This design comes from an exercise in tuning for small area on the open sky130 flow, not from production work. Only simulation tests tie the RTL to the original design; equivalence was not proved. No activity file was given, so power comes from the tool's default toggle rates.

==> flow/design.v, too long to show whole: its modules and the start of the top module <==
// module mac: 1420 lines
// module fa: 6 lines
// module ha: 6 lines
module mac (instruction, multiplier, multiplicand, stall, clk, reset_n, result, protect);
  // ...
==> flow/flow/run.sh <==
#!/bin/bash
# Standard layout, except that the port buffers are the smallest buffer cell.
set -o pipefail
bash standard.sh BUFFER_PORTS_ARGS="-buffer_cell sky130_fd_sc_hd__buf_1" finish > standard_flow.log 2>&1
==> flow/standard.sh <==
#!/bin/bash
# synth_recipe.tcl (not shown) runs the flow's synth.tcl, then flattens the netlist and writes it again
# the make line also repeats each setting of config.mk as NAME=value (left out here)
make -C /OpenROAD-flow-scripts/flow DESIGN_CONFIG=/design/flow/config.mk WORK_HOME=/design/flow/orfs CLKGATE_MAP_FILE= SYNTH_SCRIPT=/design/flow/synth_recipe.tcl "${@:-finish}"
==> flow/config.mk <==
export PLATFORM = sky130hd
export DESIGN_NAME = mac
export DESIGN_NICKNAME = mac
export VERILOG_FILES = /design/flow/design.v
export SDC_FILE = /design/flow/constraint.sdc
export NUM_CORES = 4
export LEC_CHECK = 0
export ABC_AREA = 1
export CAP_MARGIN = 0
export CORE_MARGIN = 2
export CORE_UTILIZATION = 65
export CTS_BUF_LIST = sky130_fd_sc_hd__clkbuf_4 sky130_fd_sc_hd__clkbuf_8
export SLEW_MARGIN = 0
export SYNTH_HIERARCHICAL = 1
==> flow/constraint.sdc <==
create_clock -name core_clock -period 9.5 [get_ports {clk}]
set_input_delay 1.9000 -clock core_clock [delete_from_list [all_inputs] [get_ports {clk}]]
set_output_delay 1.9000 -clock core_clock [all_outputs]
set_load 0.01 [all_outputs]
==> impl_metrics.yaml, run 1 <==
outcome:
  status: "timing/DRC/antenna clean"
synth:
  synth_seq_cells: 155
  syn_avg_cell_area_um2: 10.1
  synth_mux_area_frac: 0
  synth_top_area_cell: "edfxtp_1"
  synth_area_leaders: "edfxtp_1, fa_1, xor2_1"
clock_tree:
  cts_buffer_depth: 2
  cts.sinks: 155
  clkTransAtPathRegs_ns: 0.09
  cts_root_buffer: "clkbuf_8"
  cts_tree: "built"
final_layout:
  final_common_cell: "nor2_1"
  largestClassByArea: "multi-input gates"
  postLayoutCoreUtil: 0.718
  stdcell_count: 1689
  seq_area_mm2: 0.00465
  inverters: 115
grt:
  grt_pass1_vias: 10159
  grt.met2_usage: 0.513
  grtUsageMet3: 0.0441
  grt_pass1_wl_mm: 51.8
sta:
  final_hold_viol_count: 0
  max_slew_margin: 0.255
  rsz0062_at_grt: "no"
floorplan:
  io_pins: 78
  die_area_mm2: 0.0219
  n_tap_cell: 270
worst_hold_path:
  hold_end: "out[29]$_DFFE_PP_"
pwr:
  p_sw_frac: 0.426
  ir_worst_vdd_v: 0.000147
  total_power_mw: 4.57
  powerSeq_mw: 1.33
  pwr-share-comb: 0.595
setup_path:
  crit_path_end_kind: "flop"
  slowest_delay_ns: 0.52
drt:
  routed-wl-met3_mm: 2.43
==> run 2: changes to the inputs <==
--- a/flow/design.v
+++ b/flow/design.v
@@ -3,30 +3,32 @@
 	input signed [15:0] multiplicand;
 	input  clk;
 	input  reset_n;
 	input  stall;
 	input  [2:0] instruction;
 	output signed [31:0] result;
 	output signed [7:0] protect;
 	reg [31:0] pr;        
-	reg        pc;
 	reg [2:0]  prev;      
-	reg [39:0] acc40;
-	reg [39:0] accl;
+	reg [31:0] pp;        
+	reg [39:0] oth;       
 	reg [39:0] out;       
+	reg        xl;        
+	reg        pa;        
+	reg        pcl;       
+	reg        pz;        
 	assign result  = out[31:0];
 	assign protect = out[39:32];
 	wire rst = ~reset_n;
 	wire store = instruction[1] ^ instruction[0];    
 	wire lane1 = instruction[2];
 	wire [15:0] a = multiplier;
 	wire [15:0] b = multiplicand;
 	wire [31:0] pr_d;
-	wire pc_d;            
   wire a0 = a[0];
   wire b0 = b[0];
   wire a1 = a[1];
   wire b1 = b[1];
   wire a2 = a[2];
   wire b2 = b[2];
   wire a3 = a[3];
   wire b3 = b[3];
@@ -961,172 +963,165 @@
   fa um904 (.a(m840), .b(m841), .c(m903), .s(m904), .co(m905));
   wire m906, m907;
   fa um906 (.a(m842), .b(m843), .c(m905), .s(m906), .co(m907));
   wire m908, m909;
   fa um908 (.a(m844), .b(m845), .c(m907), .s(m908), .co(m909));
   wire m910, m911;
   fa um910 (.a(m846), .b(m847), .c(m909), .s(m910), .co(m911));
   wire m912, m913;
-  ha um912 (.a(m848), .b(m849), .s(m912), .co(m913));
+  fa um912 (.a(m848), .b(m849), .c(m911), .s(m912), .co(m913));
   wire m914, m915;
-  fa um914 (.a(m850), .b(m851), .c(m913), .s(m914), .co(m915));
+  ha um914 (.a(m850), .b(m851), .s(m914), .co(m915));
   wire m916, m917;
   fa um916 (.a(m852), .b(m853), .c(m915), .s(m916), .co(m917));
   wire m918, m919;
   fa um918 (.a(m854), .b(m855), .c(m917), .s(m918), .co(m919));
   wire m920, m921;
   fa um920 (.a(m856), .b(m857), .c(m919), .s(m920), .co(m921));
   wire m922, m923;
   fa um922 (.a(m858), .b(m859), .c(m921), .s(m922), .co(m923));
-  wire m924 = m912 ^ m911;
-  wire m925 = m911 & m912;
-  wire m926 = m914 ^ m925;
-  wire m927 = m912 & m914;
-  wire m928 = m911 & m927;
-  wire m929 = m916 ^ m928;
-  wire m930 = m927 & m916;
-  wire m931 = m911 & m930;
-  wire m932 = m918 ^ m931;
-  wire m933 = m930 & m918;
-  wire m934 = m911 & m933;
-  wire m935 = m920 ^ m934;
-  wire m936 = m933 & m920;
-  wire m937 = m911 & m936;
-  wire m938 = m922 ^ m937;
-  wire m939 = m936 & m922;
-  wire m940 = m911 & m939;
-  wire m941 = m923 | m940;
-  wire m942, m943;
-  ha um942 (.a(m861), .b(m862), .s(m942), .co(m943));
-  wire m944, m945;
-  fa um944 (.a(m863), .b(m864), .c(m943), .s(m944), .co(m945));
-  wire m946, m947;
-  fa um946 (.a(m865), .b(m866), .c(m945), .s(m946), .co(m947));
-  wire m948, m949;
-  fa um948 (.a(m867), .b(m868), .c(m947), .s(m948), .co(m949));
-  wire m950, m951;
-  fa um950 (.a(m869), .b(m870), .c(m949), .s(m950), .co(m951));
-  wire m952, m953;
-  fa um952 (.a(m871), .b(m872), .c(m951), .s(m952), .co(m953));
-  wire m954, m955;
-  fa um954 (.a(m873), .b(m874), .c(m953), .s(m954), .co(m955));
-  wire m956 = m941 & m1;
-  wire m957 = m942 ^ m956;
-  wire m958 = m956 & m942;
-  wire m959 = m944 ^ m958;
-  wire m960 = m942 & m944;
-  wire m961 = m956 & m960;
-  wire m962 = m946 ^ m961;
-  wire m963 = m960 & m946;
-  wire m964 = m956 & m963;
-  wire m965 = m948 ^ m964;
-  wire m966 = m963 & m948;
-  wire m967 = m956 & m966;
-  wire m968 = m950 ^ m967;
-  wire m969 = m966 & m950;
-  wire m970 = m956 & m969;
-  wire m971 = m952 ^ m970;
-  wire m972 = m969 & m952;
-  wire m973 = m956 & m972;
-  wire m974 = m954 ^ m973;
-  wire m975 = m972 & m954;
-  wire m976 = m956 & m975;
-  wire m977 = m955 | m976;
-  wire m978, m979;
-  ha um978 (.a(m875), .b(m876), .s(m978), .co(m979));
+  wire m924 = m914 ^ m913;
+  wire m925 = m913 & m914;
+  wire m926 = m916 ^ m925;
+  wire m927 = m914 & m916;
+  wire m928 = m913 & m927;
+  wire m929 = m918 ^ m928;
+  wire m930 = m927 & m918;
+  wire m931 = m913 & m930;
+  wire m932 = m920 ^ m931;
+  wire m933 = m930 & m920;
+  wire m934 = m913 & m933;
+  wire m935 = m922 ^ m934;
+  wire m936 = m933 & m922;
+  wire m937 = m913 & m936;
+  wire m938 = m923 | m937;
+  wire m939, m940;
+  ha um939 (.a(m861), .b(m862), .s(m939), .co(m940));
+  wire m941, m942;
+  fa um941 (.a(m863), .b(m864), .c(m940), .s(m941), .co(m942));
+  wire m943, m944;
+  fa um943 (.a(m865), .b(m866), .c(m942), .s(m943), .co(m944));
+  wire m945, m946;
+  fa um945 (.a(m867), .b(m868), .c(m944), .s(m945), .co(m946));
+  wire m947, m948;
+  fa um947 (.a(m869), .b(m870), .c(m946), .s(m947), .co(m948));
+  wire m949, m950;
+  fa um949 (.a(m871), .b(m872), .c(m948), .s(m949), .co(m950));
+  wire m951, m952;
+  fa um951 (.a(m873), .b(m874), .c(m950), .s(m951), .co(m952));
+  wire m953, m954;
+  fa um953 (.a(m875), .b(m876), .c(m952), .s(m953), .co(m954));
+  wire m955 = m938 & m1;
+  wire m956 = m939 ^ m955;
+  wire m957 = m955 & m939;
+  wire m958 = m941 ^ m957;
+  wire m959 = m939 & m941;
+  wire m960 = m955 & m959;
+  wire m961 = m943 ^ m960;
+  wire m962 = m959 & m943;
+  wire m963 = m955 & m962;
+  wire m964 = m945 ^ m963;
+  wire m965 = m962 & m945;
+  wire m966 = m955 & m965;
+  wire m967 = m947 ^ m966;
+  wire m968 = m965 & m947;
+  wire m969 = m955 & m968;
+  wire m970 = m949 ^ m969;
+  wire m971 = m968 & m949;
+  wire m972 = m955 & m971;
+  wire m973 = m951 ^ m972;
+  wire m974 = m971 & m951;
+  wire m975 = m955 & m974;
+  wire m976 = m953 ^ m975;
+  wire m977 = m974 & m953;
+  wire m978 = m955 & m977;
+  wire m979 = m954 | m978;
   wire m980, m981;
-  fa um980 (.a(m877), .b(m878), .c(m979), .s(m980), .co(m981));
+  ha um980 (.a(m877), .b(m878), .s(m980), .co(m981));
   wire m982, m983;
   fa um982 (.a(m879), .b(m880), .c(m981), .s(m982), .co(m983));
   wire m984, m985;
   fa um984 (.a(m881), .b(m882), .c(m983), .s(m984), .co(m985));
   wire m986, m987;
   fa um986 (.a(m883), .b(m884), .c(m985), .s(m986), .co(m987));
   wire m988, m989;
   fa um988 (.a(m885), .b(m886), .c(m987), .s(m988), .co(m989));
   wire m990, m991;
   fa um990 (.a(m887), .b(m888), .c(m989), .s(m990), .co(m991));
   wire m992, m993;
   fa um992 (.a(m889), .b(m890), .c(m991), .s(m992), .co(m993));
   wire m994 = m891 ^ m993;
   wire m995 = ~m994;
   wire m996 = m891 | m993;
-  wire m997 = m978 ^ m977;
-  wire m998 = m977 & m978;
-  wire m999 = m980 ^ m998;
-  wire m1000 = m978 & m980;
-  wire m1001 = m977 & m1000;
-  wire m1002 = m982 ^ m1001;
-  wire m1003 = m1000 & m982;
-  wire m1004 = m977 & m1003;
-  wire m1005 = m984 ^ m1004;
-  wire m1006 = m1003 & m984;
-  wire m1007 = m977 & m1006;
-  wire m1008 = m986 ^ m1007;
-  wire m1009 = m1006 & m986;
-  wire m1010 = m977 & m1009;
-  wire m1011 = m988 ^ m1010;
-  wire m1012 = m1009 & m988;
-  wire m1013 = m977 & m1012;
-  wire m1014 = m990 ^ m1013;
-  wire m1015 = m1012 & m990;
-  wire m1016 = m977 & m1015;
-  wire m1017 = m992 ^ m1016;
-  wire m1018 = m1015 & m992;
-  wire m1019 = m977 & m1018;
-  wire m1020 = m995 ^ m1019;
-  wire m1021 = m1018 & m995;
-  wire m1022 = m977 & m1021;
-  wire m1023 = m996 | m1022;
+  wire m997 = m980 ^ m979;
+  wire m998 = m979 & m980;
+  wire m999 = m982 ^ m998;
+  wire m1000 = m980 & m982;
+  wire m1001 = m979 & m1000;
+  wire m1002 = m984 ^ m1001;
+  wire m1003 = m1000 & m984;
+  wire m1004 = m979 & m1003;
+  wire m1005 = m986 ^ m1004;
+  wire m1006 = m1003 & m986;
+  wire m1007 = m979 & m1006;
+  wire m1008 = m988 ^ m1007;
+  wire m1009 = m1006 & m988;
+  wire m1010 = m979 & m1009;
+  wire m1011 = m990 ^ m1010;
+  wire m1012 = m1009 & m990;
+  wire m1013 = m979 & m1012;
+  wire m1014 = m992 ^ m1013;
+  wire m1015 = m1012 & m992;
+  wire m1016 = m979 & m1015;
+  wire m1017 = m995 ^ m1016;
+  wire m1018 = m1015 & m995;
+  wire m1019 = m979 & m1018;
+  wire m1020 = m996 | m1019;
   assign pr_d[0] = m892;
   assign pr_d[1] = m894;
   assign pr_d[2] = m896;
   assign pr_d[3] = m898;
   assign pr_d[4] = m900;
   assign pr_d[5] = m902;
   assign pr_d[6] = m904;
   assign pr_d[7] = m906;
   assign pr_d[8] = m908;
   assign pr_d[9] = m910;
-  assign pr_d[10] = m924;
-  assign pr_d[11] = m926;
-  assign pr_d[12] = m929;
-  assign pr_d[13] = m932;
-  assign pr_d[14] = m935;
-  assign pr_d[15] = m938;
-  assign pr_d[16] = m957;
-  assign pr_d[17] = m959;
-  assign pr_d[18] = m962;
-  assign pr_d[19] = m965;
-  assign pr_d[20] = m968;
-  assign pr_d[21] = m971;
-  assign pr_d[22] = m974;
-  assign pr_d[23] = m997;
-  assign pr_d[24] = m999;
-  assign pr_d[25] = m1002;
-  assign pr_d[26] = m1005;
-  assign pr_d[27] = m1008;
-  assign pr_d[28] = m1011;
-  assign pr_d[29] = m1014;
-  assign pr_d[30] = m1017;
-  assign pr_d[31] = m1020;
-  assign pc_d = 1'b0;
+  assign pr_d[10] = m912;
+  assign pr_d[11] = m924;
+  assign pr_d[12] = m926;
+  assign pr_d[13] = m929;
+  assign pr_d[14] = m932;
+  assign pr_d[15] = m935;
+  assign pr_d[16] = m956;
+  assign pr_d[17] = m958;
+  assign pr_d[18] = m961;
+  assign pr_d[19] = m964;
+  assign pr_d[20] = m967;
+  assign pr_d[21] = m970;
+  assign pr_d[22] = m973;
+  assign pr_d[23] = m976;
+  assign pr_d[24] = m997;
+  assign pr_d[25] = m999;
+  assign pr_d[26] = m1002;
+  assign pr_d[27] = m1005;
+  assign pr_d[28] = m1008;
+  assign pr_d[29] = m1011;
+  assign pr_d[30] = m1014;
+  assign pr_d[31] = m1017;
 	always @(posedge clk)
-		if (!stall) begin
-			pr <= pr_d;
-			pc <= pc_d;
-		end
+		if (!stall) pr <= pr_d;
 	wire active = ~(prev == 3'd4);
 	wire prev0  = (prev == 3'd0);
 	wire sel_l  = prev[2] | (prev0 & instruction[2]);    
-	wire lane2  = prev[2];
-	wire addin  = prev[1];                               
-	wire clamp  = prev[1] & prev[0];                     
-	wire [39:0] x = (lane2 ? accl : acc40) & {40{addin}};
+	wire same   = ~(sel_l ^ xl);
+	wire lane2  = xl;
+	wire [39:0] x = out & {40{pa}};
+	wire [31:0] pr_s = pp;
 	wire [39:0] sum;
   wire x0 = x[0];
   wire x1 = x[1];
   wire x2 = x[2];
   wire x3 = x[3];
   wire x4 = x[4];
   wire x5 = x[5];
   wire x6 = x[6];
@@ -1158,48 +1153,48 @@
   wire x32 = x[32];
   wire x33 = x[33];
   wire x34 = x[34];
   wire x35 = x[35];
   wire x36 = x[36];
   wire x37 = x[37];
   wire x38 = x[38];
   wire x39 = x[39];
-  wire p0 = pr[0];
-  wire p1 = pr[1];
-  wire p2 = pr[2];
-  wire p3 = pr[3];
-  wire p4 = pr[4];
-  wire p5 = pr[5];
-  wire p6 = pr[6];
-  wire p7 = pr[7];
-  wire p8 = pr[8];
-  wire p9 = pr[9];
-  wire p10 = pr[10];
-  wire p11 = pr[11];
-  wire p12 = pr[12];
-  wire p13 = pr[13];
-  wire p14 = pr[14];
-  wire p15 = pr[15];
-  wire p16 = pr[16];
-  wire p17 = pr[17];
-  wire p18 = pr[18];
-  wire p19 = pr[19];
-  wire p20 = pr[20];
-  wire p21 = pr[21];
-  wire p22 = pr[22];
-  wire p23 = pr[23];
-  wire p24 = pr[24];
-  wire p25 = pr[25];
-  wire p26 = pr[26];
-  wire p27 = pr[27];
-  wire p28 = pr[28];
-  wire p29 = pr[29];
-  wire p30 = pr[30];
-  wire p31 = pr[31];
+  wire p0 = pr_s[0];
+  wire p1 = pr_s[1];
+  wire p2 = pr_s[2];
+  wire p3 = pr_s[3];
+  wire p4 = pr_s[4];
+  wire p5 = pr_s[5];
+  wire p6 = pr_s[6];
+  wire p7 = pr_s[7];
+  wire p8 = pr_s[8];
+  wire p9 = pr_s[9];
+  wire p10 = pr_s[10];
+  wire p11 = pr_s[11];
+  wire p12 = pr_s[12];
+  wire p13 = pr_s[13];
+  wire p14 = pr_s[14];
+  wire p15 = pr_s[15];
+  wire p16 = pr_s[16];
+  wire p17 = pr_s[17];
+  wire p18 = pr_s[18];
+  wire p19 = pr_s[19];
+  wire p20 = pr_s[20];
+  wire p21 = pr_s[21];
+  wire p22 = pr_s[22];
+  wire p23 = pr_s[23];
+  wire p24 = pr_s[24];
+  wire p25 = pr_s[25];
+  wire p26 = pr_s[26];
+  wire p27 = pr_s[27];
+  wire p28 = pr_s[28];
+  wire p29 = pr_s[29];
+  wire p30 = pr_s[30];
+  wire p31 = pr_s[31];
   wire q1 = lane2 & p15;
   wire q2 = ~lane2;
   wire q3 = q2 & p31;
   wire q4 = q1 | q3;
   wire q5 = ~lane2;
   wire q6, q7;
   ha uq6 (.a(x0), .b(p0), .s(q6), .co(q7));
   wire q8, q9;
@@ -1394,33 +1389,40 @@
   assign sum[32] = q130;
   assign sum[33] = q132;
   assign sum[34] = q135;
   assign sum[35] = q138;
   assign sum[36] = q153;
   assign sum[37] = q155;
   assign sum[38] = q158;
   assign sum[39] = q161;
-	wire [39:0] m = lane2 ? accl : acc40;
+	wire [39:0] m = out;
 	wire ovf_a = ~(&m[39:31]) & (|m[39:31]);
 	wire ovf_p = ~(&{m[35:32], m[15]}) & (|{m[35:32], m[15]});
 	wire ovf_l = ~(&{m[39:36], m[31]}) & (|{m[39:36], m[31]});
 	wire s_lo  = lane2 ? m[35] : m[39];
 	wire s_hi  = m[39];
-	wire f_lo  = clamp & (lane2 ? ovf_p : ovf_a);
-	wire f_hi  = clamp & (lane2 ? ovf_l : ovf_a);
+	wire f_lo  = pcl & (lane2 ? ovf_p : ovf_a);
+	wire f_hi  = pcl & (lane2 ? ovf_l : ovf_a);
 	wire [39:0] cv = {8'b0, s_hi, {15{~s_hi}}, lane2 ? s_lo : ~s_lo, {15{~s_lo}}};
 	wire [39:0] fm = {8'b0, {16{f_hi}}, {16{f_lo}}};
-	wire [39:0] nxt = ((fm & cv) | (~fm & sum)) & {40{reset_n}};
+	wire zero = pz | rst;
+	wire [39:0] cur = ((fm & cv) | (~fm & sum)) & {40{~zero}};
 	wire go = ~stall & active;
 	always @(posedge clk) begin
-		if (rst | (go & ~sel_l)) acc40 <= nxt;
-		if (rst | (go & sel_l))  accl  <= nxt;
-		if (rst | go)            out   <= (sel_l ? accl : acc40) & {40{reset_n}};
-		if (rst | ~stall)        prev  <= rst ? 3'd4 : instruction;
+		if (rst | (go & ~same)) oth <= cur;
+		if (rst | go)           out <= same ? (cur & {40{reset_n}}) : (oth & {40{reset_n}});
+		if (rst | go) begin
+			pz  <= rst;
+			xl  <= sel_l;
+			pa  <= prev[1];
+			pcl <= prev[1] & prev[0];
+		end
+		if (go)                 pp  <= pr;
+		if (rst | ~stall)       prev <= rst ? 3'd4 : instruction;
 	end
 endmodule
 module fa (a, b, c, s, co);
 	input a, b, c;
 	output s, co;
 	assign s  = a ^ b ^ c;
 	assign co = (a & b) | (a & c) | (b & c);
 endmodule
==> flow/config.mk (replaced) <==
export PLATFORM = sky130hd
export DESIGN_NAME = mac
export DESIGN_NICKNAME = mac
export VERILOG_FILES = /design/flow/design.v
export SDC_FILE = /design/flow/constraint.sdc
export NUM_CORES = 4
export LEC_CHECK = 0
export ABC_AREA = 1
export CAP_MARGIN = 0
export CORE_MARGIN = 2
export CORE_UTILIZATION = 70
export CTS_BUF_LIST = sky130_fd_sc_hd__clkbuf_4 sky130_fd_sc_hd__clkbuf_8
export SLEW_MARGIN = 0
export SYNTH_HIERARCHICAL = 1
==> impl_metrics.yaml, run 2 <==
synth:
  synth_seq_cells: 151
  yosysMostFrequentCell: "nand2_1"
  synth_warnings: 7
  synth_top_cell_area_share: 0.343
  synth_area_mm2: 0.0132
  syn-num-nets: 1523
  synth-main-ff-cell: "edfxtp_1"
  seq_area_frac_synth: 0.343
  synthCells: 1292
  syn_avg_cell_area_um2: 10.2
  synth_edf_count: 151
  yosys-top-cells-count: "nand2_1, inv_1, fa_1, edfxtp_1, o22ai_1"
  synth_top_area_cell: "edfxtp_1"
  ys_async_sr_fraction: 0
  yosysUniqueCellTypes: 39
  synth_area_leaders: "edfxtp_1, fa_1, xor2_1"
sta:
  whs_ns: 0.418
  tns_ns: 0
  min_period_ns: 8.86
  maxClockFrequency_mhz: 113
  clock_skew_ns: 0.0171
  max_slew_margin: 0.215
  finalWorstSetupSlack_ns: 0.637
  period_share: 0.933
  rsz0062_at_grt: "no"
  tightest_slew_ns: 1.18
  final_hold_viol_count: 0
  drv_slew: 0
  setup_viol: 0
setup_path:
  rrSetupSlack_ns: 0.73
  path_class: "in -> reg"
  worst_setup_path_start_kind: "input port"
  r2r-end: "out[37]$_DFFE_PP_"
  cp_data_required_time_ns: 9.69
  arrival_ns: 9.06
  worstRegToRegCells: 27
  crit_path_end_kind: "flop"
  r2r-start: "pa$_DFFE_PP_"
  worstPathMaxFanout: 21
floorplan:
  start_util: 0.709
  core_area_mm2: 0.0186
  die_w_um: 141
  io_pins: 78
  chipHeight_um: 141
  rows: 50
  die_area_mm2: 0.0200
grt:
  grt_antenna_before_repair: 0
  grt_overflow: 0
  grt_usage: 0.311
  grt_max_degree: 45
  grt_pass1_wl_mm: 48.1
  grt_pass1_vias: 9576
worst_hold_path:
  holdPathStages: 0
  min_from: "pr[19]$_DFFE_PN_"
  hold_class: "reg -> reg"
  hold_end: "pp[19]$_DFFE_PP_"
place:
  port_buffers: 77
  post-place-ws_ns: 0.205
  gp_congestion: 1.02
  hpwlAfterDp_mm: 23.4
  dpl-instance-area_mm2: 0.0139
final_layout:
  reg.largest.list: "oth (40), out (40)"
  final_cell_mix: "nand2_1, inv_1, fa_1, edfxtp_1, o22ai_1"
  final_common_cell: "nand2_1"
  num-fill-cells: 1312
  drive_gt1_frac: 0.0940
  multiInputGateArea_mm2: 0.00784
  seq_area_mm2: 0.00453
  nets: 1612
  area_delta_synth_final_pct: 8.14
  diodes: 0
  final_cell_area_mm2: 0.0143
clock_tree:
  hold_buffers: 0
  cts_tree: "built"
  clkTransAtPathRegs_ns: 0.09
  cts.sinks: 151
  cts_buffer_depth: 2
  clock_latency_ns: 0.45
  postCtsSetupBuffers: 0
  cts_root_buffer: "clkbuf_8"
  h-tree-depth: 4
  cts_buffers: 17
  post_cts_resized: 0
drt:
  highest_layer: "met4"
  dr.first_iter.drc_count: 881
  drc_errors: 0
  viasPerCell: 5.91
  ant_nets: 0
  wl_per_cell_um: 18.5
  wirelength_mm: 30.2
  wl_met1_mm: 12.9
  routed-wl-met3_mm: 2.13
  dr.pass1.iters: 5
  via_count: 9616
  met2_length_mm: 14.5
outcome:
  status: "timing/DRC/antenna clean"
pwr:
  total_power_mw: 4.14
  ir_worst_vdd_v: 0.000191
  powerDensity_mw_per_mm2: 290
  power_leakage_nw: 6.58
run:
  max_cap_violations: 0
-- run 2: cell types whose count changed in the layout (fill, tap and decap cells not counted), moves of 4 or more --
cell      previous run  this run
nor2_1             167        84
nand2_1            131       211
inv_1              107       156
o21ai_0             57        20
a21oi_1             84        54
a22o_1               0        13
o21ai_1             10         3
edfxtp_1           155       151
nand3_1             20        16
nor2_4               3         7
or2_2                4         8
-- run 2: power by group --
group / switching (mW) / leakage [nW] / internal, mW / total (mW)
clock network: 0.264 / 0.185 / 0.192 / 0.456
logic: 1.44 / 4.85 / 1.07 / 2.51
registers: 0.0799 / 1.54 / 1.10 / 1.18
-- run 2: stage by stage --
step / utilization / instances
2_1_floorplan: - / 1292
3_3_place_gp: 0.747 / 1596
3_5_place_dp: 0.747 / 1596
4_1_cts: 0.767 / 1628
5_1_grt: 0.767 / 1628
6_report: 0.767 / 1628
-- run 2: logic make-up after synthesis --
family,share of synthesized area
AO/OA/AOI/OAI,0.102
XOR/XNOR,0.100
adder cells (fa/ha/maj),0.270
buffers and inverters,0.0671
flip-flops,0.343
AND/OR/NAND/NOR,0.118
-- run 2: area by class of cell --
type	count	share of cell area
multi-input combinational	926	0.548
sequential	151	0.317
timing repair buffer	124	0.0459
inverter	161	0.0423
tap	234	0.0205
clock buffer	17	0.0164
clock inverter	15	0.00928
-- run 2: worst max path at each step --
stage                         startpoint          endpoint  slack, ns  cells after the start
after CTS                 instruction[0]  pr[24]$_DFFE_PN_       0.69                     24
after detailed placement  instruction[0]  pr[24]$_DFFE_PN_       0.20                     24
after floorplan           instruction[0]  pr[25]$_DFFE_PN_       0.66                     27
after global placement    instruction[0]  pr[24]$_DFFE_PN_       0.30                     24
final                     instruction[0]  pr[24]$_DFFE_PN_       0.64                     23
after global routing      instruction[0]  pr[25]$_DFFE_PN_       0.31                     24
-- run 2: per-layer routing --
layer,vias up,global-route usage
met5,-,0
met4,0,0.0905
met3,50,0.0337
met2,448,0.514
met1,4651,0.445
li1,4467,-
-- run 2: per-module statistics from Yosys, one instance, submodules excluded --
module / area [um2] / times used / flip-flops and latches
ha: 12.5 / 34 / 0
mac: 9730 / 1 / 151
fa: 20.0 / 153 / 0
-- run 2: worst max-delay path, cell delays in order --
cell and delay, ns:
buf_1 0.09, or2_2 0.29, nand2_1 0.12, buf_12 0.18
a21oi_1 0.05, o21ai_1 0.24, buf_4 0.26, o22ai_1 0.10
xor2_1 0.17, fa_1 0.55, fa_1 0.47, fa_1 0.58
fa_1 0.45, fa_1 0.45, fa_1 0.40, fa_1 0.39
fa_1 0.41, fa_1 0.39, fa_1 0.38, fa_1 0.49
inv_1 0.08, o21bai_4 0.29, ha_1 0.29
==> run 3: changes to the inputs <==
--- a/flow/config.mk
+++ b/flow/config.mk
@@ -8,7 +8,7 @@
 export ABC_AREA = 1
 export CAP_MARGIN = 0
 export CORE_MARGIN = 2
-export CORE_UTILIZATION = 70
+export CORE_UTILIZATION = 65
 export CTS_BUF_LIST = sky130_fd_sc_hd__clkbuf_4 sky130_fd_sc_hd__clkbuf_8
 export SLEW_MARGIN = 0
 export SYNTH_HIERARCHICAL = 1
==> impl_metrics.yaml, run 3 <==
outcome:
  status: "timing/DRC/antenna clean"
setup_path:
  crit_path_end_kind: "flop"
  r2r-end: "out[37]$_DFFE_PP_"
  cp_data_required_time_ns: 9.70
  crit_slowest_cell: "edfxtp_1"
  arrival_ns: 8.99
  slowest_delay_ns: 0.61
  worst_setup_path_start_kind: "flop"
  crit_path_frequent_cell: "fa_1"
  rrSetupSlack_ns: 0.71
  r2r-start: "pa$_DFFE_PP_"
  crit_path_start: "pa$_DFFE_PP_"
  worstRegToRegCells: 27
  worstPathMaxFanout: 20
  path_class: "reg -> reg"
synth:
  syn_avg_cell_area_um2: 10.2
  yosysUniqueCellTypes: 39
  synth_warnings: 7
  synth_seq_cells: 151
  synth_area_mm2: 0.0132
  seq_area_frac_synth: 0.343
  ys_async_sr_fraction: 0
  yosysMostFrequentCell: "nand2_1"
  synth_edf_count: 151
  synth_area_leaders: "edfxtp_1, fa_1, xor2_1"
  syn-num-nets: 1523
  synth_top_area_cell: "edfxtp_1"
  synthCells: 1292
  synth-main-ff-cell: "edfxtp_1"
  yosys-top-cells-count: "nand2_1, inv_1, fa_1, edfxtp_1, o22ai_1"
  synth_top_cell_area_share: 0.343
final_layout:
  seq_area_mm2: 0.00453
  num-fill-cells: 1520
  diodes: 0
  multiInputGateArea_mm2: 0.00784
  nets: 1608
  final_common_cell: "nand2_1"
  reg.largest.list: "oth (40), out (40)"
  area_delta_synth_final_pct: 8.59
  postLayoutCoreUtil: 0.714
  drive_gt1_frac: 0.0914
  final_cell_mix: "nand2_1, inv_1, fa_1, edfxtp_1, o22ai_1"
pwr:
  p_sw_frac: 0.432
  powerDensity_mw_per_mm2: 289
  power_leakage_nw: 6.58
  p_int_mw: 2.36
  switching_power_mw: 1.79
  seq_power_share: 0.283
  p_clk_frac: 0.119
  pwr-share-comb: 0.598
  ir_worst_vdd_v: 0.000213
clock_tree:
  hold_buffers: 0
  cts_buffer_depth: 2
  cts_root_buffer: "clkbuf_8"
  cts.sinks: 151
  clkTransAtPathRegs_ns: 0.09
  h-tree-depth: 4
  post_cts_resized: 0
  cts_tree: "built"
  clock_latency_ns: 0.45
  postCtsSetupBuffers: 0
  cts_buffers: 17
sta:
  tns_ns: 0
  maxClockFrequency_mhz: 114
  clock_skew_ns: 0.0172
  min_period_ns: 8.79
  setup_viol: 0
  drv_slew: 0
  final_hold_viol_count: 0
  period_share: 0.926
  whs_ns: 0.424
  rsz0062_at_grt: "no"
  tightest_slew_ns: 1.19
  max_slew_margin: 0.209
floorplan:
  die_w_um: 147
  core_area_mm2: 0.0201
  io_pins: 78
  die_area_mm2: 0.0215
  chipHeight_um: 147
  start_util: 0.657
  rows: 52
drt:
  ant_nets: 0
  dr.pass1.iters: 6
  wirelength_mm: 29.5
  viasPerCell: 5.68
  wl_per_cell_um: 17.8
  drc_errors: 0
  via_count: 9427
  dr.first_iter.drc_count: 692
place:
  port_buffers: 77
  gp_congestion: 0.958
  hpwlAfterDp_mm: 22.7
grt:
  grt_usage: 0.289
  grt_pass1_vias: 9611
  grt_overflow: 0
  grt_antenna_before_repair: 0
  grt_pass1_wl_mm: 48.7
  grt_max_degree: 45
worst_hold_path:
  hold_class: "reg -> reg"
  min_from: "pr[14]$_DFFE_PN_"
  holdPathStages: 0
  hold_end: "pp[14]$_DFFE_PP_"
run:
  max_cap_violations: 0
## run 3: cell count changes in the layout (fill, tap and decap cells not counted)
| cell | change |
|---|---|
| inv_8 | +3 |
| clkinv_2 | -1 |
| inv_6 | -5 |
| clkinv_4 | +1 |
| clkinv_8 | +4 |
| clkinvlp_4 | -2 |
| buf_4 | -4 |
## run 3: critical path, delay by kind of cell, from the launching register on
family,cells,cell delay (ns)
AND/OR/NAND/NOR,5,0.47
XOR/XNOR,1,0.11
buffers and inverters,2,0.38
flip-flops,1,0.61
adder cells (fa/ha/maj),17,6.54
AO/OA/AOI/OAI,2,0.42
## run 3: through the flow
step	cell area, um2	cells	total power [mW]	setup WS [ns]
2_1_floorplan	13200	1292	3.12	0.664
3_3_place_gp	13900	1628	3.56	0.372
3_5_place_dp	13900	1628	3.65	0.291
4_1_cts	14400	1660	4.17	0.710
5_1_grt	14400	1660	4.54	0.284
6_report	14400	1660	4.15	0.705
## run 3: area by class of cell
cell class,count,area share
Sequential cell,151,0.316
Tap cell,270,0.0235
Clock buffer,17,0.0163
Timing Repair Buffer,120,0.0436
Multi-Input combinational cell,926,0.546
Inverter,161,0.0421
Clock inverter,15,0.0123
## run 3: power by group through the flow
stage	clock (mW)	sequential (mW)	combinational (mW)
after floorplan	0	1.18	1.93
after global placement	0	1.19	2.37
after detailed placement	0	1.19	2.46
after CTS	0.498	1.18	2.49
after global routing	0.521	1.20	2.82
final	0.493	1.18	2.48
## run 3: worst max-delay path by stage
stage / end / slack, ns / depth (start not counted)
global route: out[37]$_DFFE_PP_ / 0.28 / 27
CTS: out[37]$_DFFE_PP_ / 0.71 / 27
detailed placement: pr[24]$_DFFE_PN_ / 0.29 / 25
global placement: pr[24]$_DFFE_PN_ / 0.37 / 25
floorplan: pr[25]$_DFFE_PN_ / 0.66 / 27
finish: out[37]$_DFFE_PP_ / 0.71 / 27
## run 3: per-layer routing
layer / global-route usage / vias up / routed length, um
li1: - / 4457 / -
met1: 0.417 / 4554 / 13100
met2: 0.461 / 369 / 14000
met3: 0.0438 / 47 / 1910
met4: 0.0830 / 0 / 559
met5: 0 / - / 0
## run 3: per-module statistics from Yosys, one instance, submodules excluded
| module | cells inside | area (um2) |
|---|---|---|
| ha | 1 | 12.5 |
| mac | 1105 | 9730 |
| fa | 1 | 20.0 |
## run 3: cell families (layout without fill, tap and decap cells)
family,count (synthesis),after routing,share of synthesized area
AO/OA/AOI/OAI,220,220,0.102
XOR/XNOR,151,151,0.100
adder cells (fa/ha/maj),193,193,0.270
buffers and inverters,215,313,0.0671
flip-flops,151,151,0.343
AND/OR/NAND/NOR,362,362,0.118
==> run 4: changes to the inputs <==
==> flow/flow/run.sh (replaced) <==
#!/bin/bash
# Standard layout, except: the port buffers are the smallest buffer cell, and clock tree
# synthesis adds no dummy loads.
set -o pipefail
bash standard.sh BUFFER_PORTS_ARGS="-buffer_cell sky130_fd_sc_hd__buf_1" \
  CTS_ARGS="-sink_clustering_enable -repair_clock_nets -buf_list {sky130_fd_sc_hd__clkbuf_4 sky130_fd_sc_hd__clkbuf_8} -dont_use_dummy_load" \
  finish > standard_flow.log 2>&1
--- a/flow/config.mk
+++ b/flow/config.mk
@@ -10,5 +10,6 @@
 export CORE_MARGIN = 2
 export CORE_UTILIZATION = 65
 export CTS_BUF_LIST = sky130_fd_sc_hd__clkbuf_4 sky130_fd_sc_hd__clkbuf_8
+export GPL_TIMING_DRIVEN = 0
 export SLEW_MARGIN = 0
 export SYNTH_HIERARCHICAL = 1
==> impl_metrics.yaml, run 4 <==
synth:
  synth_top_area_cell: "edfxtp_1"
  syn-num-nets: 1523
  synth_edf_count: 151
  synth_top_cell_area_share: 0.343
  synth_area_leaders: "edfxtp_1, fa_1, xor2_1"
  syn_avg_cell_area_um2: 10.2
  ys_async_sr_fraction: 0
  seq_area_frac_synth: 0.343
  synthCells: 1292
  yosys-top-cells-count: "nand2_1, inv_1, fa_1, edfxtp_1, o22ai_1"
  synth_seq_cells: 151
  synth-main-ff-cell: "edfxtp_1"
  yosysMostFrequentCell: "nand2_1"
  yosysUniqueCellTypes: 39
  synth_warnings: 7
  synth_area_mm2: 0.0132
setup_path:
  crit_path_frequent_cell: "fa_1"
  crit_slowest_cell: "fa_1"
  slowest_delay_ns: 0.51
  path_class: "in -> reg"
  worstRegToRegCells: 31
  arrival_ns: 9.40
  crit_path_end_kind: "flop"
  cp_data_required_time_ns: 9.68
  r2r-start: "pa$_DFFE_PP_"
  r2r-end: "out[37]$_DFFE_PP_"
  crit_family: "adder cells"
  worst_setup_path_start_kind: "input port"
  worstPathMaxFanout: 10
  cp.depth: 28
  timing.critical_path.buf_inv: 6
  rrSetupSlack_ns: 0.56
worst_hold_path:
  hold_end: "pp[16]$_DFFE_PP_"
  holdPathStages: 0
  min_from: "pr[16]$_DFFE_PN_"
  hold_class: "reg -> reg"
final_layout:
  seq_area_mm2: 0.00453
  drive_gt1_frac: 0.0749
  reg.largest.list: "oth (40), out (40)"
  nets: 1621
  num-fill-cells: 1559
  multiInputGateArea_mm2: 0.00782
  area_delta_synth_final_pct: 7.36
  postLayoutCoreUtil: 0.706
  final_cell_mix: "nand2_1, inv_1, fa_1, edfxtp_1, o22ai_1"
  final_common_cell: "nand2_1"
floorplan:
  die_area_mm2: 0.0215
  start_util: 0.657
  rows: 52
  io_pins: 78
  die_w_um: 147
  core_area_mm2: 0.0201
  chipHeight_um: 147
grt:
  grt_usage: 0.288
  grt_antenna_before_repair: 1
  grtUsageMet3: 0.0350
  grt_max_degree: 33
  use_met1: 0.402
  grt_pass1_wl_mm: 48.6
  grt_overflow: 0
  busiest_layer: "met2"
  grt.met2_usage: 0.477
  grt_pass1_vias: 9744
drt:
  dr.first_iter.drc_count: 800
  via_count: 9501
  drc_errors: 0
  wirelength_mm: 29.5
  ant_nets: 0
  wl_per_cell_um: 17.8
  dr.pass1.iters: 5
  viasPerCell: 5.73
clock_tree:
  clkTransAtPathRegs_ns: 0.07
  clock_latency_ns: 0.44
  cts_buffers: 17
  cts_root_buffer: "clkbuf_8"
  cts_buffer_depth: 2
  hold_buffers: 0
  h-tree-depth: 4
  cts_tree: "built"
  cts.sinks: 151
pwr:
  powerDensity_mw_per_mm2: 283
  p_sw_frac: 0.421
  power_leakage_nw: 6.48
  ir_worst_vdd_v: 0.000165
  switching_power_mw: 1.69
  p_clk_frac: 0.087
  pwr-share-comb: 0.620
  seq_power_share: 0.293
  p_int_mw: 2.32
sta:
  tns_ns: 0
  period_share: 0.971
  whs_ns: 0.417
  min_period_ns: 9.22
  max_slew_margin: 0.237
  rsz0062_at_grt: "no"
  setup_viol: 0
  finalWorstSetupSlack_ns: 0.278
  maxClockFrequency_mhz: 108
  clock_skew_ns: 0.0406
  final_hold_viol_count: 0
  drv_slew: 0
  tightest_slew_ns: 1.14
run:
  max_cap_violations: 0
place:
  hpwlAfterDp_mm: 23.6
  port_buffers: 76
  post-place-ws_ns: -0.262
  gp_congestion: 0.975
outcome:
  status: "timing/DRC/antenna clean"
[run 4: per-stage QoR]
| stage | power [mW] | area, um2 | cells |
|---|---|---|---|
| final | 4.01 | 14200 | 1659 |
| after global routing | 4.43 | 14200 | 1659 |
| after floorplan | 3.12 | 13200 | 1292 |
| after global placement | 3.55 | 13800 | 1638 |
| after CTS | 4.04 | 14200 | 1658 |
| after detailed placement | 3.69 | 13900 | 1641 |
[run 4: layout make-up]
type	count	area share
timing repair buffer	79	0.0259
multi-input combinational	926	0.551
antenna	1	0.000176
sequential	151	0.320
inverter	161	0.0426
clock buffer	17	0.0165
buffer	54	0.0201
tap	270	0.0238
[run 4: worst max-delay path by stage]
stage                             endpoint  slack [ns]      startpoint
after floorplan           pr[25]$_DFFE_PN_        0.66  instruction[0]
after global placement    pr[24]$_DFFE_PN_       -0.21  instruction[2]
after detailed placement  pr[25]$_DFFE_PN_       -0.26  instruction[2]
after CTS                 pr[25]$_DFFE_PN_        0.21  instruction[2]
after global routing      pr[25]$_DFFE_PN_        0.01  instruction[2]
final                     pr[25]$_DFFE_PN_        0.28  instruction[0]
[run 4: modules after synthesis, one instance, submodules excluded]
module / flip-flops and latches / cells inside / cell area, um2
fa: 0 / 1 / 20.0
ha: 0 / 1 / 12.5
mac: 151 / 1105 / 9730
[run 4: power by group through the flow]
stage,registers [mW],logic [mW],clock network (mW)
2_1_floorplan,1.18,1.93,0
3_3_place_gp,1.19,2.36,0
3_5_place_dp,1.19,2.50,0
4_1_cts,1.18,2.51,0.357
5_1_grt,1.20,2.85,0.378
6_report,1.18,2.49,0.349
[run 4: timing repair]
| item | 4_1_cts | 5_1_grt |
|---|---|---|
| endpoints found under the setup margin | 0 | 5 |
| buffers inserted | 0 | 0 |
| resized for setup | 0 | 2 |
[run 4: layer usage]
layer,vias to the layer above,share of wire
li1,4463,-
met4,0,0.023
met3,54,0.062
met5,-,0
met2,374,0.48
met1,4610,0.44
[run 4: logic make-up after synthesis]
| logic type | after synthesis | synth area share |
|---|---|---|
| compound gates | 220 | 0.102 |
| xor+xnor | 151 | 0.100 |
| fa+ha+maj | 193 | 0.270 |
| buf+inv | 215 | 0.0671 |
| flops | 151 | 0.343 |
| simple gates | 362 | 0.118 |
==> run 5: changes to the inputs <==
--- a/flow/config.mk
+++ b/flow/config.mk
@@ -10,6 +10,5 @@
 export CORE_MARGIN = 2
 export CORE_UTILIZATION = 65
 export CTS_BUF_LIST = sky130_fd_sc_hd__clkbuf_4 sky130_fd_sc_hd__clkbuf_8
-export GPL_TIMING_DRIVEN = 0
 export SLEW_MARGIN = 0
 export SYNTH_HIERARCHICAL = 1
==> impl_metrics.yaml, run 5 <==
clock_tree:
  h-tree-depth: 4
  cts_buffers: 17
  clock_latency_ns: 0.44
  clkTransAtPathRegs_ns: 0.07
  post_cts_resized: 0
  cts_tree: "built"
  cts_buffer_depth: 2
  cts_root_buffer: "clkbuf_8"
  hold_buffers: 0
  cts.sinks: 151
  postCtsSetupBuffers: 0
setup_path:
  arrival_ns: 8.95
  crit_path_end_kind: "flop"
  cp_data_required_time_ns: 9.65
  worstPathMaxFanout: 20
  r2r-start: "pa$_DFFE_PP_"
  worst_setup_path_start_kind: "flop"
  path_class: "reg -> reg"
  crit_path_start: "pa$_DFFE_PP_"
sta:
  setup_viol: 0
  final_hold_viol_count: 0
  maxClockFrequency_mhz: 114
  tns_ns: 0
  rsz0062_at_grt: "no"
  min_period_ns: 8.80
  clock_skew_ns: 0.0443
  tightest_slew_ns: 1.20
  max_slew_margin: 0.199
  finalWorstSetupSlack_ns: 0.698
  period_share: 0.927
  drv_slew: 0
worst_hold_path:
  hold_class: "reg -> reg"
  min_from: "pr[23]$_DFFE_PN_"
synth:
  synth_seq_cells: 151
  synth-main-ff-cell: "edfxtp_1"
  synth_area_mm2: 0.0132
  synth_area_leaders: "edfxtp_1, fa_1, xor2_1"
  yosys-top-cells-count: "nand2_1, inv_1, fa_1, edfxtp_1, o22ai_1"
  ys_async_sr_fraction: 0
  syn-num-nets: 1523
  yosysMostFrequentCell: "nand2_1"
  seq_area_frac_synth: 0.343
  synthCells: 1292
  yosysUniqueCellTypes: 39
  syn_avg_cell_area_um2: 10.2
  synth_warnings: 7
  synth_top_cell_area_share: 0.343
  synth_edf_count: 151
  synth_top_area_cell: "edfxtp_1"
final_layout:
  diodes: 0
  stdcell_count: 1645
  nets: 1608
  reg.largest.list: "oth (40), out (40)"
  area_delta_synth_final_pct: 7.25
  final_cell_area_mm2: 0.0142
  num-fill-cells: 1557
  final_cell_mix: "nand2_1, inv_1, fa_1, edfxtp_1, o22ai_1"
  drive_gt1_frac: 0.0815
  final_common_cell: "nand2_1"
floorplan:
  die_w_um: 147
  start_util: 0.657
  io_pins: 78
  die_area_mm2: 0.0215
  chipHeight_um: 147
  core_area_mm2: 0.0201
  rows: 52
grt:
  grt_pass1_wl_mm: 48.4
  grt_antenna_before_repair: 0
  grt_max_degree: 45
  grt_pass1_vias: 9522
  grt_overflow: 0
  grt_usage: 0.287
place:
  placed_cells: 1628
  port_buffers: 77
  dpl-instance-area_mm2: 0.0139
  gp_congestion: 0.958
  post-place-ws_ns: 0.291
  hpwlAfterDp_mm: 22.7
drt:
  drc_errors: 0
  via_count: 9328
  dr.first_iter.drc_count: 787
  met2_length_mm: 14.1
  wl_met1_mm: 13.1
  highest_layer: "met4"
  wirelength_mm: 29.2
  routed-wl-met3_mm: 1.64
  dr.pass1.iters: 7
  wl_per_cell_um: 17.7
  ant_nets: 0
  viasPerCell: 5.67
pwr:
  ir_worst_vdd_v: 0.000213
  total_power_mw: 4.00
  powerDensity_mw_per_mm2: 283
  power_leakage_nw: 6.50
outcome:
  status: "timing/DRC/antenna clean"
run:
  max_cap_violations: 0
## run 5: cell counts after synthesis
Identical to the previous run, type by type.
## run 5: cell type report
cell class / instances / area [um2] / share of cell area
timing repair buffer: 120 / 626 / 0.0441
multi-input combinational: 926 / 7840 / 0.553
clock buffer: 17 / 234 / 0.0165
sequential: 151 / 4530 / 0.320
tap: 270 / 338 / 0.0238
inverter: 161 / 604 / 0.0426
## run 5: report_power, final
part | internal, mW | switching (mW)
clock network | 0.158 | 0.197
registers | 1.10 | 0.0799
logic | 1.06 | 1.41
total | 2.32 | 1.69
## run 5: per-module statistics from Yosys (local to each module, per instance)
module | flops+latches | cells inside
mac | 151 | 1105
fa | 0 | 1
ha | 0 | 1
## run 5: metal layers
metal / track usage / vias to the layer above
li1: - / 4433
met4: 0.0660 / 0
met2: 0.463 / 342
met3: 0.0375 / 29
met5: 0 / -
met1: 0.423 / 4524
## run 5: final timing paths
kind	end	slack (ns)	cells after the start
min	pp[23]$_DFFE_PP_	0.41	0
max	out[37]$_DFFE_PP_	0.70	27
max reg2reg	out[37]$_DFFE_PP_	0.70	27
min reg2reg	pp[23]$_DFFE_PP_	0.41	0
## run 5: cell families (layout without fill, tap and decap cells)
logic type | after synthesis | in the layout | synth area share
simple gates | 362 | 362 | 0.118
compound gates | 220 | 220 | 0.102
buf+inv | 215 | 298 | 0.0671
fa+ha+maj | 193 | 193 | 0.270
xor+xnor | 151 | 151 | 0.100
flops | 151 | 151 | 0.343
## run 5: critical path, cell delays in order (launching register included)
cell and delay, ns:
edfxtp_1 0.60, buf_4 0.32, nand2_1 0.08, inv_1 0.06, ha_1 0.21, fa_1 0.37, fa_1 0.39, fa_1 0.39
fa_1 0.39, fa_1 0.41, fa_1 0.41, fa_1 0.40, fa_1 0.39, fa_1 0.42, fa_1 0.40, fa_1 0.39
fa_1 0.40, fa_1 0.41, fa_1 0.42, fa_1 0.55, nand3_2 0.10, nand3_1 0.11, nand3_2 0.11, a21boi_0 0.18
ha_1 0.20, xnor2_1 0.11, nor2_1 0.07, a22o_1 0.24
## run 5: stage by stage
step	hold slack, ns	util
floorplan	0.400	-
global placement	0.401	0.693
detailed placement	0.405	0.693
global route	0.422	0.705
CTS	0.414	0.705
finish	0.413	0.705

what the ideal ports hide:
How much do the figures lean on ideal ports? The routed layouts below were timed once more, with nothing changed but the port constraints.
Step 1 assumes that a clkbuf_16 drives the clock port and a buf_2 every other input.
Step 2 adds t to the input delays and takes it off the output delays; t is the mean of the earliest and latest rising clock arrival at the registers after step 1. Input paths then give back, and output paths get back, about the clock's delay inside the block.
Slacks: ideal / step 1 / step 2; pairs: ideal / step 1.
run | t (ns) | slack for setup (ns) | slew at the worst register clock pin (ns)
run 1 | 0.486 | 0.387 / 0.387 / 0.174 | 0.10 / 0.10
run 2 | 0.474 | 0.637 / 0.645 / 0.171 | 0.10 / 0.10
run 3 | 0.477 | 0.705 / 0.705 / 0.267 | 0.10 / 0.10
run 4 | 0.462 | 0.278 / 0.270 / -0.192 | 0.10 / 0.10
run 5 | 0.457 | 0.698 / 0.698 / 0.270 | 0.10 / 0.10
Met with ideal ports but missed after step 2: setup timing in run 4. For run 4, which loses most, drivers alone change the setup slack by -0.008 ns; drivers and shift together by -0.470 ns.
